Source: an optimization exercise on an open RTL-to-GDS flow (aim: small area). Production flows keep margins and buffers that such runs may drop. RTL that was checked went through simulation tests only; none was proved equivalent to the original. Power and IR drop assume default switching activity.

==> inputs of trial 44 <==
==> flow/design.v <==
`timescale 1ns / 1ps
module Micro_Con_ROM(clk, rst, REF, POT, PWM, Ena_ADC);
input clk, rst;
input [17:0] REF, POT;
output reg [17:0] PWM;
output Ena_ADC;
localparam [17:0] HSTART = 18'd206621;    
reg [5:0]  s;       
reg [17:0] H;       
reg [17:0] A;
reg [15:0] Dr;
wire [17:0] D = {Dr, 2'b00};
wire idle = s[5];
wire x0, x1, sREF, sPOT, sA, sD, sK, neg, inc, ldP, ldA, ldD;
Ctrl ctrl (.s(s), .rst(rst), .x0(x0), .x1(x1), .sREF(sREF), .sPOT(sPOT), .sA(sA),
           .sD(sD), .sK(sK), .neg(neg), .inc(inc), .ldP(ldP), .ldA(ldA), .ldD(ldD));
wire [17:0] S;
wire [17:0] H2 = {H[16:0], 1'b0};
wire [18:0] c;
assign c[0] = neg | inc;
wire x2 = !x0 && !x1;
genvar gi;
generate for (gi = 0; gi < 18; gi = gi + 1) begin : dp
  wire xb, bb;
  XMux xm (.x1(x1), .x2(x2), .h(H[gi]), .h2(H2[gi]), .x(xb));
  BMux #(.KB(HSTART[gi]), .DB(gi >= 2)) bm (.sr(sREF), .r(REF[gi]), .sp(sPOT), .p(POT[gi]),
           .sa(sA), .a(A[gi]), .sd(sD), .d(D[gi]), .sk(sK), .neg(neg), .b(bb));
  FullAdd fa (.a(xb), .b(bb), .ci(c[gi]), .s(S[gi]), .co(c[gi+1]));
end endgenerate
wire cout = c[18];
wire [5:0] s_inc = {1'b0, s[4:0]} + 6'd1;
always @(posedge clk) begin
  s[4:0] <= (rst || (idle && cout)) ? 5'd0 : s_inc[4:0];
  s[5]   <= !rst && (idle ? !cout : s_inc[5]);
  H <= S;
  if (ldP) PWM <= S;
  if (ldA) A <= S;
  if (ldD) Dr <= S[17:2];
end
assign Ena_ADC = !(s >= 6'd1 && s <= 6'd13);
endmodule
module XMux(x1, x2, h, h2, x);
input x1, x2, h, h2;
output x;
assign x = (x1 & h) | (x2 & h2);
endmodule
module BMux(sr, r, sp, p, sa, a, sd, d, sk, neg, b);
parameter KB = 0;
parameter DB = 1;
input sr, r, sp, p, sa, a, sd, d, sk, neg;
output b;
wire m = (sr & r) | (sp & p) | (sa & a) | (DB ? (sd & d) : 1'b0) | (KB ? sk : 1'b0);
assign b = m ^ neg;
endmodule
module FullAdd(a, b, ci, s, co);
input a, b, ci;
output s, co;
assign s = a ^ b ^ ci;
assign co = (a & b) | (ci & (a ^ b));
endmodule
module Ctrl(s, rst, x0, x1, sREF, sPOT, sA, sD, sK, neg, inc, ldP, ldA, ldD);
input [5:0] s;
input rst;
output x0, x1, sREF, sPOT, sA, sD, sK, neg, inc, ldP, ldA, ldD;
function st; input [5:0] v; st = (s == v); endfunction
wire idle = s[5];
assign x0   = st(1) | st(13) | st(24) | st(31) | st(0);              
assign x1   = st(10) | st(12) | st(23) | idle;                     
assign sREF = (st(6) | st(9));
assign sPOT = (st(1) | st(3) | st(5) | st(10) | st(13));
assign sA   = (st(11) | st(23));
assign sD   = (st(12) | st(18) | st(19) | st(20) | st(21) | st(22)
                    | st(24) | st(26) | st(28) | st(30));
assign sK   = st(31);
assign neg  = (st(1) | st(9) | st(24) | st(26));
assign inc  = idle;
assign ldP  = st(11) | rst;
assign ldA  = st(12) | st(23) | rst;
assign ldD  = st(15) | st(30) | rst;
endmodule
==> flow/flow/run.sh <==
#!/bin/bash
# The standard layout (standard synthesis), with buf_1 port buffers and a
# clock tree of clkbuf_8 without dummy loads. make's output goes to standard.log.
set -uo pipefail
bash standard.sh \
  "BUFFER_PORTS_ARGS=-buffer_cell sky130_fd_sc_hd__buf_1" \
  "CTS_ARGS=-sink_clustering_enable -repair_clock_nets -dont_use_dummy_load -buf_list sky130_fd_sc_hd__clkbuf_8 -root_buf sky130_fd_sc_hd__clkbuf_8" \
  finish > standard.log 2>&1
rc=$?
tail -5 standard.log
exit $rc
==> flow/standard.sh <==
#!/bin/bash
# synth_recipe.tcl (not shown) runs the flow's synth.tcl, then flattens the netlist and writes it again
# the make line also repeats each setting of config.mk as NAME=value (left out here)
make -C /OpenROAD-flow-scripts/flow DESIGN_CONFIG=/design/flow/config.mk WORK_HOME=/design/flow/orfs CLKGATE_MAP_FILE= SYNTH_SCRIPT=/design/flow/synth_recipe.tcl "${@:-finish}"
==> flow/config.mk <==
export PLATFORM = sky130hd
export DESIGN_NAME = Micro_Con_ROM
export DESIGN_NICKNAME = Micro_Con_ROM
export VERILOG_FILES = /design/flow/design.v
export SDC_FILE = /design/flow/constraint.sdc
export NUM_CORES = 4
export LEC_CHECK = 0
export CAP_MARGIN = 20
export CORE_MARGIN = 2
export CORE_UTILIZATION = 40
export SLEW_MARGIN = 20
export SYNTH_HIERARCHICAL = 1
==> flow/constraint.sdc <==
create_clock -name core_clock -period 15.0 [get_ports {clk}]
set_input_delay 3.0000 -clock core_clock [delete_from_list [all_inputs] [get_ports {clk}]]
set_output_delay 3.0000 -clock core_clock [all_outputs]
set_load 0.01 [all_outputs]
==> build 1 (differences from trial 44) <==
==> flow/design.v (replaced) <==
`timescale 1ns / 1ps
module Micro_Con_ROM(clk, rst, REF, POT, PWM, Ena_ADC);
input clk, rst;
input [17:0] REF, POT;
output reg [17:0] PWM;
output Ena_ADC;
localparam [17:0] HSTART = 18'd206621;    
reg [5:0]  s;       
reg [17:0] H;       
reg [17:0] A;
reg [15:0] Dr;
wire [17:0] D = {Dr, 2'b00};
wire idle = s[5];
wire x0, x1, sREF, sPOT, sA, sD, sK, neg, inc, ldP, ldA, ldD;
Ctrl ctrl (.s(s), .rst(rst), .x0(x0), .x1(x1), .sREF(sREF), .sPOT(sPOT), .sA(sA),
           .sD(sD), .sK(sK), .neg(neg), .inc(inc), .ldP(ldP), .ldA(ldA), .ldD(ldD));
wire [17:0] S;
wire [18:0] cn;            
assign cn[0] = !(neg | inc);
wire [17:0] H2 = {H[16:0], 1'b0};
genvar gi;
generate for (gi = 0; gi < 18; gi = gi + 1) begin : dp
  DpBit #(.KB(HSTART[gi]), .DB(gi >= 2)) u (.x1(x1), .x2(!x0 && !x1), .h(H[gi]), .h2(H2[gi]),
           .sr(sREF), .r(REF[gi]), .sp(sPOT), .p(POT[gi]), .sa(sA), .a(A[gi]),
           .sd(sD), .d(D[gi]), .sk(sK), .neg(neg),
           .cin(cn[gi]), .s(S[gi]), .con(cn[gi+1]));
end endgenerate
wire cout = !cn[18];
always @(posedge clk) begin
  if (rst) s <= 6'd0;
  else if (!idle) s <= s + 6'd1;
  else if (cout) s <= 6'd0;
  H <= S;
  if (ldP) PWM <= S;
  if (ldA) A <= S;
  if (ldD) Dr <= S[17:2];
end
assign Ena_ADC = !(s >= 6'd1 && s <= 6'd13);
endmodule
module DpBit(x1, x2, h, h2, sr, r, sp, p, sa, a, sd, d, sk, neg, cin, s, con);
parameter KB = 0;
parameter DB = 1;
input x1, x2, h, h2, sr, r, sp, p, sa, a, sd, d, sk, neg, cin;
output s, con;
wire ci = !cin;
wire x = (x1 & h) | (x2 & h2);
wire m = (sr & r) | (sp & p) | (sa & a) | (DB ? (sd & d) : 1'b0) | (KB ? sk : 1'b0);
wire b = m ^ neg;
assign s = x ^ b ^ ci;
assign con = !((x & b) | (ci & (x ^ b)));
endmodule
module Ctrl(s, rst, x0, x1, sREF, sPOT, sA, sD, sK, neg, inc, ldP, ldA, ldD);
input [5:0] s;
input rst;
output x0, x1, sREF, sPOT, sA, sD, sK, neg, inc, ldP, ldA, ldD;
function st; input [5:0] v; st = (s == v); endfunction
wire idle = s[5];
wire nr   = !rst;
assign x0   = st(1) | st(13) | st(24) | st(31) | rst;              
assign x1   = st(10) | st(12) | st(23) | idle;                     
assign sREF = nr & (st(6) | st(9));
assign sPOT = nr & (st(1) | st(3) | st(5) | st(10) | st(13));
assign sA   = nr & (st(11) | st(23));
assign sD   = nr & (st(12) | st(18) | st(19) | st(20) | st(21) | st(22)
                    | st(24) | st(26) | st(28) | st(30));
assign sK   = nr & st(31);
assign neg  = nr & (st(1) | st(9) | st(24) | st(26));
assign inc  = nr & idle;
assign ldP  = st(11) | rst;
assign ldA  = st(12) | st(23) | rst;
assign ldD  = st(15) | st(30) | rst;
endmodule
--- a/flow/flow/run.sh
+++ b/flow/flow/run.sh
@@ -5,6 +5,7 @@
 bash standard.sh \
   "BUFFER_PORTS_ARGS=-buffer_cell sky130_fd_sc_hd__buf_1" \
   "CTS_ARGS=-sink_clustering_enable -repair_clock_nets -dont_use_dummy_load -buf_list sky130_fd_sc_hd__clkbuf_8 -root_buf sky130_fd_sc_hd__clkbuf_8" \
+  RECOVER_POWER=100 \
   finish > standard.log 2>&1
 rc=$?
 tail -5 standard.log
==> comparison table <==
Result of the run: trial 44 no timing/DRC/antenna violations; build 1 failed layout checks
Reasons for failing layout checks: trial 44 -; build 1 max-capacitance violations, max-slew violations
Final instance area: trial 44 4110 µm²; build 1 4190 µm²
Library cells used by synthesis: trial 44 42; build 1 47
Number of iterations in the first detailed-routing pass: trial 44 5; build 1 4
XOR/XNOR Fraction of Synth Area: trial 44 0.0535; build 1 0.0497
Synthesis-to-finish area growth: trial 44 14.0%; build 1 13.4%
Average cell area after synthesis: trial 44 14.1 µm²; build 1 13.3 µm²
Non-clock inverter count in the final layout: trial 44 4; build 1 22
Post-route clock period utilization: trial 44 0.709; build 1 0.922
Reg2reg setup slack: trial 44 5.46 ns; build 1 3.53 ns
Total chip power: trial 44 0.000577 W; build 1 0.000510 W
Global Route met3 Usage: trial 44 0.0504; build 1 0.0453
Sw Share: trial 44 0.279; build 1 0.280
Adder-cell area share of the yosys netlist: trial 44 0.110; build 1 0.108
Function not checked in trial 44: the RTL went through the layout flow alone.

re-timing with driven ports:
How much do the figures lean on ideal ports? The routed layouts below were timed once more, with nothing changed but the port constraints. Step 1 sets driving cells, clkbuf_16 on the clock port and buf_2 on the other inputs (assumed; they add their load-dependent delay and slew). Step 2 adds t to the input delays and takes it off the output delays; t is the mean of the earliest and latest rising clock arrival at the registers after step 1. Input paths then give back, and output paths get back, about the clock's delay inside the block. a / b / c = ideal / step 1 / step 2; a / b = the first two.
run	t, ns	setup slack, ns	worst setup path after step 2	clock arrival spread, ns	worst data-port slew with drivers (ns)
trial 44	0.365	4.361 / 4.369 / 4.003	input to register	0.015 / 0.015	0.04
build 1	0.375	1.176 / 1.187 / 0.812	input to register	0.024 / 0.024	0.03
The setup slack of build 1, which loses most, moves by +0.011 ns with the drivers and by -0.364 ns with both steps.
